Context: an optimization exercise on an open-source flow, tuned for small area and a short achievable clock period. The choices shown serve that exercise and are no tape-out recipe. Where RTL was checked, it was by simulation tests only, not by an equivalence proof against the original. No functional check of the RTL was part of run 2. Power and IR drop assume default switching activity.

## flow/design.v (module list and top-level ports; edited modules follow where they fit)
// module DSP48A1_simplified: 1811 lines
// module dsp_fa: 4 lines
// module dsp_ha: 4 lines
module DSP48A1_simplified (P, A, B, D, C, clk, rst_n);
  // ...
==> flow/flow/run.sh <==
#!/bin/bash
# The standard layout (standard.sh: the standard synthesis, then ORFS to the
# routed layout), with two changes made through ORFS's own variables:
#  - the port buffers are plain buf_1 cells instead of the delay-cell buffers
#    that port buffering picks by default (every port still gets its own buffer);
#  - clock tree synthesis uses clkbuf_8 buffers with sink clusters of at most
#    14 flip-flops (80 um across) and no dummy loads, instead of clkbuf_16 leaves.
# All make/tool output goes to standard.log in this folder.
set -uo pipefail
export BUFFER_PORTS_ARGS="-buffer_cell sky130_fd_sc_hd__buf_1"
export CTS_ARGS="-sink_clustering_enable -repair_clock_nets -dont_use_dummy_load -buf_list sky130_fd_sc_hd__clkbuf_8 -sink_clustering_size 14 -sink_clustering_max_diameter 80"
bash standard.sh > standard.log 2>&1
==> flow/standard.sh <==
#!/bin/bash
# synth_recipe.tcl (not shown) runs the flow's synth.tcl, then flattens the netlist and writes it again
# the make line also repeats each setting of config.mk as NAME=value (left out here)
make -C /OpenROAD-flow-scripts/flow DESIGN_CONFIG=/design/flow/config.mk WORK_HOME=/design/flow/orfs CLKGATE_MAP_FILE= SYNTH_SCRIPT=/design/flow/synth_recipe.tcl "${@:-finish}"
==> flow/config.mk <==
export PLATFORM = sky130hd
export DESIGN_NAME = DSP48A1_simplified
export DESIGN_NICKNAME = DSP48A1_simplified
export VERILOG_FILES = /design/flow/design.v
export SDC_FILE = /design/flow/constraint.sdc
export NUM_CORES = 4
export LEC_CHECK = 0
export CAP_MARGIN = 20
export CORE_MARGIN = 2
export CORE_UTILIZATION = 40
export SETUP_SLACK_MARGIN = 3.4
export SLEW_MARGIN = 20
export SYNTH_HIERARCHICAL = 1
export TNS_END_PERCENT = 0
==> flow/constraint.sdc <==
create_clock -name core_clock -period 6.5 [get_ports {clk}]
set_input_delay 1.3000 -clock core_clock [delete_from_list [all_inputs] [get_ports {clk}]]
set_output_delay 1.3000 -clock core_clock [all_outputs]
set_load 0.01 [all_outputs]
==> reports/metrics.cfg, run 1 <==
[outcome]
status = timing/DRC/antenna clean

[synth]
synth_area_um2 = 15900
ys.warnings.count = 7
synth_top_family_by_area = adder cells
ys_ff_latch = 218
synth_compound_gate_area_share_pct = 13.2
synthTopCellsByCount = dfxtp_1, xnor2_1, fa_1

[layout]
multi_input_area_um2 = 11200
largest_reg_flops = 48
buf_share_pct = 4.05

[route]
highest_layer = met4
drt_iter0_drc = 614
dr.pass1.iters = 5
met1Wirelength_um = 17500

[worst_setup_path]
reg2reg_to = R2_18
critPathMaxFanout = 20
critical_path_buf_inv_count = 0
crit_arrival_ps = 3570
critPathCapture = R2_18
reg2reg_from = A_r[1]
cp_slowest_cell = dfxtp_2

[hold_path]
min_path_cells = 1
worstHoldPathType = flip-flop to flip-flop

[pwr]
seqPwrFrac_pct = 24.4
irDropWorstVdd_mv = 0.153
p_switching_mw = 3.79
p_sw_share_pct = 43.0

[grt]
overflow = 0
top_usage_layer = met2

[timing]
hold_viol_final = 0
fmax_mhz = 320
clock-skew-final_ps = 44.9
drv_slew = 0

[clocking]
cts_root_buf = clkbuf_8
cts_setup_buffers = 7

==> run 2, diff against run 1 <==
--- a/flow/design.v
+++ b/flow/design.v
@@ -1211,30 +1211,16 @@
   wire kg0_37 = xa[37] & xb[37];
   wire kp0_37 = xa[37] ^ xb[37];
   wire kg0_38 = xa[38] & xb[38];
   wire kp0_38 = xa[38] ^ xb[38];
   wire kg0_39 = xa[39] & xb[39];
   wire kp0_39 = xa[39] ^ xb[39];
   wire kg0_40 = xa[40] & xb[40];
   wire kp0_40 = xa[40] ^ xb[40];
-  wire kg0_41 = xa[41] & xb[41];
-  wire kp0_41 = xa[41] ^ xb[41];
-  wire kg0_42 = xa[42] & xb[42];
-  wire kp0_42 = xa[42] ^ xb[42];
-  wire kg0_43 = xa[43] & xb[43];
-  wire kp0_43 = xa[43] ^ xb[43];
-  wire kg0_44 = xa[44] & xb[44];
-  wire kp0_44 = xa[44] ^ xb[44];
-  wire kg0_45 = xa[45] & xb[45];
-  wire kp0_45 = xa[45] ^ xb[45];
-  wire kg0_46 = xa[46] & xb[46];
-  wire kp0_46 = xa[46] ^ xb[46];
-  wire kg0_47 = xa[47] & xb[47];
-  wire kp0_47 = xa[47] ^ xb[47];
   wire kg1_0 = kg0_0;
   wire kp1_0 = kp0_0;
   wire kg1_1 = kg0_1 | (kp0_1 & kg0_0);
   wire kp1_1 = kp0_1 & kp0_0;
   wire kg1_2 = kg0_2;
   wire kp1_2 = kp0_2;
   wire kg1_3 = kg0_3 | (kp0_3 & kg0_2);
   wire kp1_3 = kp0_3 & kp0_2;
@@ -1307,30 +1293,16 @@
   wire kg1_37 = kg0_37 | (kp0_37 & kg0_36);
   wire kp1_37 = kp0_37 & kp0_36;
   wire kg1_38 = kg0_38;
   wire kp1_38 = kp0_38;
   wire kg1_39 = kg0_39 | (kp0_39 & kg0_38);
   wire kp1_39 = kp0_39 & kp0_38;
   wire kg1_40 = kg0_40;
   wire kp1_40 = kp0_40;
-  wire kg1_41 = kg0_41 | (kp0_41 & kg0_40);
-  wire kp1_41 = kp0_41 & kp0_40;
-  wire kg1_42 = kg0_42;
-  wire kp1_42 = kp0_42;
-  wire kg1_43 = kg0_43 | (kp0_43 & kg0_42);
-  wire kp1_43 = kp0_43 & kp0_42;
-  wire kg1_44 = kg0_44;
-  wire kp1_44 = kp0_44;
-  wire kg1_45 = kg0_45 | (kp0_45 & kg0_44);
-  wire kp1_45 = kp0_45 & kp0_44;
-  wire kg1_46 = kg0_46;
-  wire kp1_46 = kp0_46;
-  wire kg1_47 = kg0_47 | (kp0_47 & kg0_46);
-  wire kp1_47 = kp0_47 & kp0_46;
   wire kg2_0 = kg1_0;
   wire kp2_0 = kp1_0;
   wire kg2_1 = kg1_1;
   wire kp2_1 = kp1_1;
   wire kg2_2 = kg1_2 | (kp1_2 & kg1_1);
   wire kp2_2 = kp1_2 & kp1_1;
   wire kg2_3 = kg1_3 | (kp1_3 & kg1_1);
   wire kp2_3 = kp1_3 & kp1_1;
@@ -1403,30 +1375,16 @@
   wire kg2_37 = kg1_37;
   wire kp2_37 = kp1_37;
   wire kg2_38 = kg1_38 | (kp1_38 & kg1_37);
   wire kp2_38 = kp1_38 & kp1_37;
   wire kg2_39 = kg1_39 | (kp1_39 & kg1_37);
   wire kp2_39 = kp1_39 & kp1_37;
   wire kg2_40 = kg1_40;
   wire kp2_40 = kp1_40;
-  wire kg2_41 = kg1_41;
-  wire kp2_41 = kp1_41;
-  wire kg2_42 = kg1_42 | (kp1_42 & kg1_41);
-  wire kp2_42 = kp1_42 & kp1_41;
-  wire kg2_43 = kg1_43 | (kp1_43 & kg1_41);
-  wire kp2_43 = kp1_43 & kp1_41;
-  wire kg2_44 = kg1_44;
-  wire kp2_44 = kp1_44;
-  wire kg2_45 = kg1_45;
-  wire kp2_45 = kp1_45;
-  wire kg2_46 = kg1_46 | (kp1_46 & kg1_45);
-  wire kp2_46 = kp1_46 & kp1_45;
-  wire kg2_47 = kg1_47 | (kp1_47 & kg1_45);
-  wire kp2_47 = kp1_47 & kp1_45;
   wire kg3_0 = kg2_0;
   wire kp3_0 = kp2_0;
   wire kg3_1 = kg2_1;
   wire kp3_1 = kp2_1;
   wire kg3_2 = kg2_2;
   wire kp3_2 = kp2_2;
   wire kg3_3 = kg2_3;
   wire kp3_3 = kp2_3;
@@ -1499,30 +1457,16 @@
   wire kg3_37 = kg2_37 | (kp2_37 & kg2_35);
   wire kp3_37 = kp2_37 & kp2_35;
   wire kg3_38 = kg2_38 | (kp2_38 & kg2_35);
   wire kp3_38 = kp2_38 & kp2_35;
   wire kg3_39 = kg2_39 | (kp2_39 & kg2_35);
   wire kp3_39 = kp2_39 & kp2_35;
   wire kg3_40 = kg2_40;
   wire kp3_40 = kp2_40;
-  wire kg3_41 = kg2_41;
-  wire kp3_41 = kp2_41;
-  wire kg3_42 = kg2_42;
-  wire kp3_42 = kp2_42;
-  wire kg3_43 = kg2_43;
-  wire kp3_43 = kp2_43;
-  wire kg3_44 = kg2_44 | (kp2_44 & kg2_43);
-  wire kp3_44 = kp2_44 & kp2_43;
-  wire kg3_45 = kg2_45 | (kp2_45 & kg2_43);
-  wire kp3_45 = kp2_45 & kp2_43;
-  wire kg3_46 = kg2_46 | (kp2_46 & kg2_43);
-  wire kp3_46 = kp2_46 & kp2_43;
-  wire kg3_47 = kg2_47 | (kp2_47 & kg2_43);
-  wire kp3_47 = kp2_47 & kp2_43;
   wire kg4_0 = kg3_0;
   wire kp4_0 = kp3_0;
   wire kg4_1 = kg3_1;
   wire kp4_1 = kp3_1;
   wire kg4_2 = kg3_2;
   wire kp4_2 = kp3_2;
   wire kg4_3 = kg3_3;
   wire kp4_3 = kp3_3;
@@ -1595,30 +1539,16 @@
   wire kg4_37 = kg3_37;
   wire kp4_37 = kp3_37;
   wire kg4_38 = kg3_38;
   wire kp4_38 = kp3_38;
   wire kg4_39 = kg3_39;
   wire kp4_39 = kp3_39;
   wire kg4_40 = kg3_40 | (kp3_40 & kg3_39);
   wire kp4_40 = kp3_40 & kp3_39;
-  wire kg4_41 = kg3_41 | (kp3_41 & kg3_39);
-  wire kp4_41 = kp3_41 & kp3_39;
-  wire kg4_42 = kg3_42 | (kp3_42 & kg3_39);
-  wire kp4_42 = kp3_42 & kp3_39;
-  wire kg4_43 = kg3_43 | (kp3_43 & kg3_39);
-  wire kp4_43 = kp3_43 & kp3_39;
-  wire kg4_44 = kg3_44 | (kp3_44 & kg3_39);
-  wire kp4_44 = kp3_44 & kp3_39;
-  wire kg4_45 = kg3_45 | (kp3_45 & kg3_39);
-  wire kp4_45 = kp3_45 & kp3_39;
-  wire kg4_46 = kg3_46 | (kp3_46 & kg3_39);
-  wire kp4_46 = kp3_46 & kp3_39;
-  wire kg4_47 = kg3_47 | (kp3_47 & kg3_39);
-  wire kp4_47 = kp3_47 & kp3_39;
   wire kg5_0 = kg4_0;
   wire kp5_0 = kp4_0;
   wire kg5_1 = kg4_1;
   wire kp5_1 = kp4_1;
   wire kg5_2 = kg4_2;
   wire kp5_2 = kp4_2;
   wire kg5_3 = kg4_3;
   wire kp5_3 = kp4_3;
@@ -1691,30 +1621,16 @@
   wire kg5_37 = kg4_37;
   wire kp5_37 = kp4_37;
   wire kg5_38 = kg4_38;
   wire kp5_38 = kp4_38;
   wire kg5_39 = kg4_39;
   wire kp5_39 = kp4_39;
   wire kg5_40 = kg4_40;
   wire kp5_40 = kp4_40;
-  wire kg5_41 = kg4_41;
-  wire kp5_41 = kp4_41;
-  wire kg5_42 = kg4_42;
-  wire kp5_42 = kp4_42;
-  wire kg5_43 = kg4_43;
-  wire kp5_43 = kp4_43;
-  wire kg5_44 = kg4_44;
-  wire kp5_44 = kp4_44;
-  wire kg5_45 = kg4_45;
-  wire kp5_45 = kp4_45;
-  wire kg5_46 = kg4_46;
-  wire kp5_46 = kp4_46;
-  wire kg5_47 = kg4_47;
-  wire kp5_47 = kp4_47;
   wire kg6_0 = kg5_0;
   wire kp6_0 = kp5_0;
   wire kg6_1 = kg5_1;
   wire kp6_1 = kp5_1;
   wire kg6_2 = kg5_2;
   wire kp6_2 = kp5_2;
   wire kg6_3 = kg5_3;
   wire kp6_3 = kp5_3;
@@ -1787,31 +1703,22 @@
   wire kg6_37 = kg5_37 | (kp5_37 & kg5_31);
   wire kp6_37 = kp5_37 & kp5_31;
   wire kg6_38 = kg5_38 | (kp5_38 & kg5_31);
   wire kp6_38 = kp5_38 & kp5_31;
   wire kg6_39 = kg5_39 | (kp5_39 & kg5_31);
   wire kp6_39 = kp5_39 & kp5_31;
   wire kg6_40 = kg5_40 | (kp5_40 & kg5_31);
   wire kp6_40 = kp5_40 & kp5_31;
-  wire kg6_41 = kg5_41 | (kp5_41 & kg5_31);
-  wire kp6_41 = kp5_41 & kp5_31;
-  wire kg6_42 = kg5_42 | (kp5_42 & kg5_31);
-  wire kp6_42 = kp5_42 & kp5_31;
-  wire kg6_43 = kg5_43 | (kp5_43 & kg5_31);
-  wire kp6_43 = kp5_43 & kp5_31;
-  wire kg6_44 = kg5_44 | (kp5_44 & kg5_31);
-  wire kp6_44 = kp5_44 & kp5_31;
-  wire kg6_45 = kg5_45 | (kp5_45 & kg5_31);
-  wire kp6_45 = kp5_45 & kp5_31;
-  wire kg6_46 = kg5_46 | (kp5_46 & kg5_31);
-  wire kp6_46 = kp5_46 & kp5_31;
-  wire kg6_47 = kg5_47 | (kp5_47 & kg5_31);
-  wire kp6_47 = kp5_47 & kp5_31;
-  wire [47:0] sum = {kp0_47, kp0_46, kp0_45, kp0_44, kp0_43, kp0_42, kp0_41, kp0_40, kp0_39, kp0_38, kp0_37, kp0_36, kp0_35, kp0_34, kp0_33, kp0_32, kp0_31, kp0_30, kp0_29, kp0_28, kp0_27, kp0_26, kp0_25, kp0_24, kp0_23, kp0_22, kp0_21, kp0_20, kp0_19, kp0_18, kp0_17, kp0_16, kp0_15, kp0_14, kp0_13, kp0_12, kp0_11, kp0_10, kp0_9, kp0_8, kp0_7, kp0_6, kp0_5, kp0_4, kp0_3, kp0_2, kp0_1, kp0_0} ^ {kg6_46, kg6_45, kg6_44, kg6_43, kg6_42, kg6_41, kg6_40, kg6_39, kg6_38, kg6_37, kg6_36, kg6_35, kg6_34, kg6_33, kg6_32, kg6_31, kg6_30, kg6_29, kg6_28, kg6_27, kg6_26, kg6_25, kg6_24, kg6_23, kg6_22, kg6_21, kg6_20, kg6_19, kg6_18, kg6_17, kg6_16, kg6_15, kg6_14, kg6_13, kg6_12, kg6_11, kg6_10, kg6_9, kg6_8, kg6_7, kg6_6, kg6_5, kg6_4, kg6_3, kg6_2, kg6_1, kg6_0, 1'b0};
+  wire [40:0] sumlo = {kp0_40, kp0_39, kp0_38, kp0_37, kp0_36, kp0_35, kp0_34, kp0_33, kp0_32, kp0_31, kp0_30, kp0_29, kp0_28, kp0_27, kp0_26, kp0_25, kp0_24, kp0_23, kp0_22, kp0_21, kp0_20, kp0_19, kp0_18, kp0_17, kp0_16, kp0_15, kp0_14, kp0_13, kp0_12, kp0_11, kp0_10, kp0_9, kp0_8, kp0_7, kp0_6, kp0_5, kp0_4, kp0_3, kp0_2, kp0_1, kp0_0} ^ {kg6_39, kg6_38, kg6_37, kg6_36, kg6_35, kg6_34, kg6_33, kg6_32, kg6_31, kg6_30, kg6_29, kg6_28, kg6_27, kg6_26, kg6_25, kg6_24, kg6_23, kg6_22, kg6_21, kg6_20, kg6_19, kg6_18, kg6_17, kg6_16, kg6_15, kg6_14, kg6_13, kg6_12, kg6_11, kg6_10, kg6_9, kg6_8, kg6_7, kg6_6, kg6_5, kg6_4, kg6_3, kg6_2, kg6_1, kg6_0, 1'b0};
+  wire sumlo_co = kg6_40;   
+  wire kco = sumlo_co;
+  wire [6:0] xhi = xa[47:41];
+  wire [6:0] xhi1 = xhi + 1'b1;
+  wire [47:0] sum = {kco ? xhi1 : xhi, sumlo};
   always @(posedge clk) P <= rst_n ? sum : 48'd0;
 endmodule
 module dsp_fa (input a, input b, input c, output s, output co);
   assign s = a ^ b ^ c;
   assign co = (a & b) | (a & c) | (b & c);
 endmodule
 module dsp_ha (input a, input b, output s, output co);
   assign s = a ^ b;
==> run 2 against run 1 <==
  * Count of clock-buffer cells in the layout rose by 3
  * Register-to-register slack worse by 95 ps
  * Still clean
  * Final area is 0.28% higher
  * Wire length is 0.42% lower
  * Clock skew up 11 ps
  * Largest power group unchanged
  * Utilization down 0.081 points
  * Global-route usage barely moved
  * Clock power grew 7.0%
  * Die area increased by 1.1%
  * Non-clock buffer count up 4
  * First-iteration DRC count is 17% higher
==> reports/metrics.cfg, run 2 <==
[synth]
synth_top_area_cell = dfxtp_1  ; unchanged
ys.flop_type = dfxtp_1  ; unchanged
synthArstFlopShare_pct = 0  ; unchanged
synth-edff-count = 0  ; unchanged
synth_area_um2 = 16100  ; was 15900 µm²
synthTopCellsByCount = dfxtp_1, xnor2_1, fa_1  ; unchanged
synth_area_leaders = dfxtp_1, fa_1, xnor2_1, ha_1, a22oi_1  ; unchanged
netlist.area_leader.share_pct = 27.1  ; was 27.4%
netlist-cell-type-count = 72  ; was 53
ys_seq_area_share_pct = 27.1  ; was 27.4%
syn_nets = 1917  ; was 1925
ys_ff_latch = 218  ; unchanged
syn_area_per_cell_um2 = 10.6  ; was 10.5 µm²
synth_most_common_cell = dfxtp_1  ; unchanged
synth_cells = 1515  ; was 1524
ys.warnings.count = 7  ; unchanged

[route]
drt_iter0_drc = 721  ; was 614
vias_per_cell = 5.34  ; was 5.25
routed_wl_um = 38600  ; was 38700 µm
drc = 0  ; unchanged
wl_per_cell_um = 18.2  ; about the same
drtAntennaViolNets = 0  ; unchanged
dr.pass1.iters = 5  ; unchanged
num_vias = 11313  ; was 11162

[clocking]
htreeDepth = 1  ; unchanged
clkLatencyLatePin_ps = 560  ; was 550 ps
path_clk_slew_ps = 80  ; was 90 ps
tritoncts = done  ; unchanged
cts_root_buf = clkbuf_8  ; unchanged
cts-hold-fix-buffers = 0  ; unchanged
cts_buffers = 23  ; was 20
clk_path_buf_depth = 3  ; unchanged
cts.sinks = 218  ; unchanged

[hold_path]
min_path_cells = 1  ; unchanged
worstHoldPathType = flip-flop to flip-flop  ; unchanged

[worst_setup_path]
critPathMaxFanout = 2  ; was 20
reg2reg_slack_ps = 3280  ; was 3380 ps
start_kind = input port  ; was flip-flop
worstSetupPathType = input port to flip-flop  ; was flip-flop to flip-flop
required_ps = 6930  ; was 6940 ps
crit_arrival_ps = 3700  ; was 3570 ps
end_kind = flip-flop  ; unchanged
reg2reg_depth = 7  ; unchanged

[timing]
slew_headroom_pct = 46.0  ; was 30.5%
rsz0062_at_grt = true  ; unchanged
drv_slew = 0  ; unchanged
worst_pin_slew_ps = 810  ; was 1040 ps
hold_viol_final = 0  ; unchanged
fmax_mhz = 306  ; was 320 MHz
post-route-min-period_ps = 3270  ; was 3120 ps
clock-skew-final_ps = 55.5  ; was 44.9 ps
period_share_pct = 50.3  ; was 48.1%
holdWs_ps = 444  ; was 398 ps
setup_tns_ps = 0  ; unchanged
setup_viol = 0  ; unchanged

[grt]
grt_pass1_vias = 11736  ; was 11566
grt_max_degree = 94  ; was 116
grt_pass1_wl_um = 63100  ; was 62400 µm
globalRouteTotalUtil_pct = 18.9  ; about the same
overflow = 0  ; unchanged
antenna_found_initial = 2  ; was 1

[layout]
nNetsFinal = 1999  ; was 2003
multi_input_area_um2 = 11200  ; about the same
drive_above_1_share_pct = 8.59  ; was 9.38%
final_common_cell = xnor2_1  ; unchanged
fin_area_um2 = 17500  ; about the same
largest-register = P  ; unchanged
reg.largest.list = P: 48 flops, S: 19 flops, A_r: 18 flops  ; unchanged
nFillCells = 3809  ; was 3739
ff_latch_area_um2 = 4440  ; was 4490 µm²
largest_reg_flops = 48  ; unchanged
areaGrowthSynthToFinish_pct = 8.86  ; was 9.79%
final_cell_mix = xnor2_1, dfxtp_1, fa_1, a22oi_1, buf_1  ; unchanged
antenna_cells = 0  ; was 1
fin_cells = 2120  ; was 2126

[placed_design]
place_congestion = 0.834  ; was 0.851
place_hpwl_um = 28000  ; was 28100 µm
postPlaceCellArea_um2 = 17000  ; was 16800 µm²
dp.cells = 2090  ; was 2097
numPortBuffers = 151  ; unchanged

[floorplan]
die_height_um = 205  ; was 204 µm
chipWidth_um = 205  ; was 204 µm
core_area_um2 = 39700  ; was 39500 µm²
initial_core_util_pct = 40.6  ; was 40.3%
fp-row-count = 73  ; unchanged
ioPinCount = 152  ; unchanged
dieArea_um2 = 41900  ; was 41500 µm²

[flow_run]
max_cap_violations = 0  ; unchanged

[pwr]
p_total_mw = 8.81  ; about the same
power_density_nw_per_um2 = 502  ; was 503 nW/µm²
irDropWorstVdd_mv = 0.228  ; was 0.153 mV
cellLeakagePower_nw = 6.99  ; was 6.91 nW

[outcome]
status = timing/DRC/antenna clean  ; unchanged

-- run 2: worst max-delay path, cell delays in order --
cell     delay (ps)
buf_1            70
ha_2            190
fa_2            350
a21o_1          180
a21oi_2         170
o21ai_2          90
a221o_1         330
o41a_1          460
buf_4           160
a31oi_1         140
o21ai_0         100
xor2_1          150
-- run 2: metal layers --
metal	vias to the layer above	GRT usage [%]	wire [µm]
met4	4	4.43	635
met1	5594	26.0	17400
li1	5314	-	-
met3	46	2.74	2390
met2	355	31.3	18200
met5	-	0	26
-- run 2: path summary, 6_finish.rpt --
kind	from	to
worst min-delay path	S[0]	B2[0]
worst max register to register	A_r[6]	R2_14
worst min register to register	S[0]	B2[0]
worst max-delay path	B[0]	S[16]
-- run 2: layout make-up --
type,count,share of cell area [%]
Tap cell,525,3.74
Timing Repair Buffer,173,4.26
Sequential cell,218,25.3
Multi-Input combinational cell,1133,63.8
Inverter,48,1.03
Clock buffer,23,1.80
-- run 2: repair_timing --
action / in CTS / in global routing
setup buffers: 4 / 3
resized for setup: 59 / 2
pin swaps: 7 / 5
endpoints found under the setup margin: 91 / 64
hold endpoints to repair: 0 / 0
-- run 2: modules after synthesis (local to each module, per instance) --
module / copies in the design / flip-flops and latches / cells
dsp_fa: 168 / 0 / 1
DSP48A1_simplified: 1 / 218 / 1301
dsp_ha: 46 / 0 / 1
-- run 2: logic make-up (layout without fill, tap and decap cells) --
family	after synthesis	after routing	synth area share, %
adder cells (fa/ha/maj)	298	298	31.3
buffers and inverters	164	244	3.90
AO/OA/AOI/OAI	299	299	13.8
AND/OR/NAND/NOR	273	273	9.11
flip-flops	218	218	27.1
multiplexers	39	39	2.69
XOR/XNOR	224	224	12.2
-- run 2: stage by stage --
step	worst slack (ps)	utilization [%]
2_1_floorplan	2950	-
3_3_place_gp	2680	42.8
3_5_place_dp	2660	42.8
4_1_cts	3310	44.1
5_1_grt	3120	44.2
6_report	3230	44.2
-- run 2: where the power goes --
group	internal (mW)	switching, mW	leakage, nW
Sequential	1.80	0.345	1.83
Clock	0.314	0.449	0.165
Combinational	2.91	2.99	5.00
Total	5.02	3.79	6.99

==> afterwards: timing with drivers on the ports <==
No port has a modelled driver above. Below, the same layouts with a new extraction and two added sets of constraints.
Step 1: set_driving_cell puts a clkbuf_16 on clk and a buf_2 on each other input, an assumption about the parent block.
Step 2, shift: input delay + t, output delay - t, t = (earliest + latest rising clock arrival at the registers) / 2. This alone moves slack from input paths to output paths.
Three values: no drivers, after step 1, after step 2; two values: the first two.
run	t, ns	setup WS [ns]	worst data-port slew with drivers (ns)
run 1	0.578	3.375 / 3.375 / 3.044	0.06
run 2	0.582	3.229 / 3.254 / 2.672	0.07
After both steps setup and hold are still met in every run listed. For run 2, which loses most, drivers alone change the setup slack by +0.025 ns; drivers and shift together by -0.557 ns.
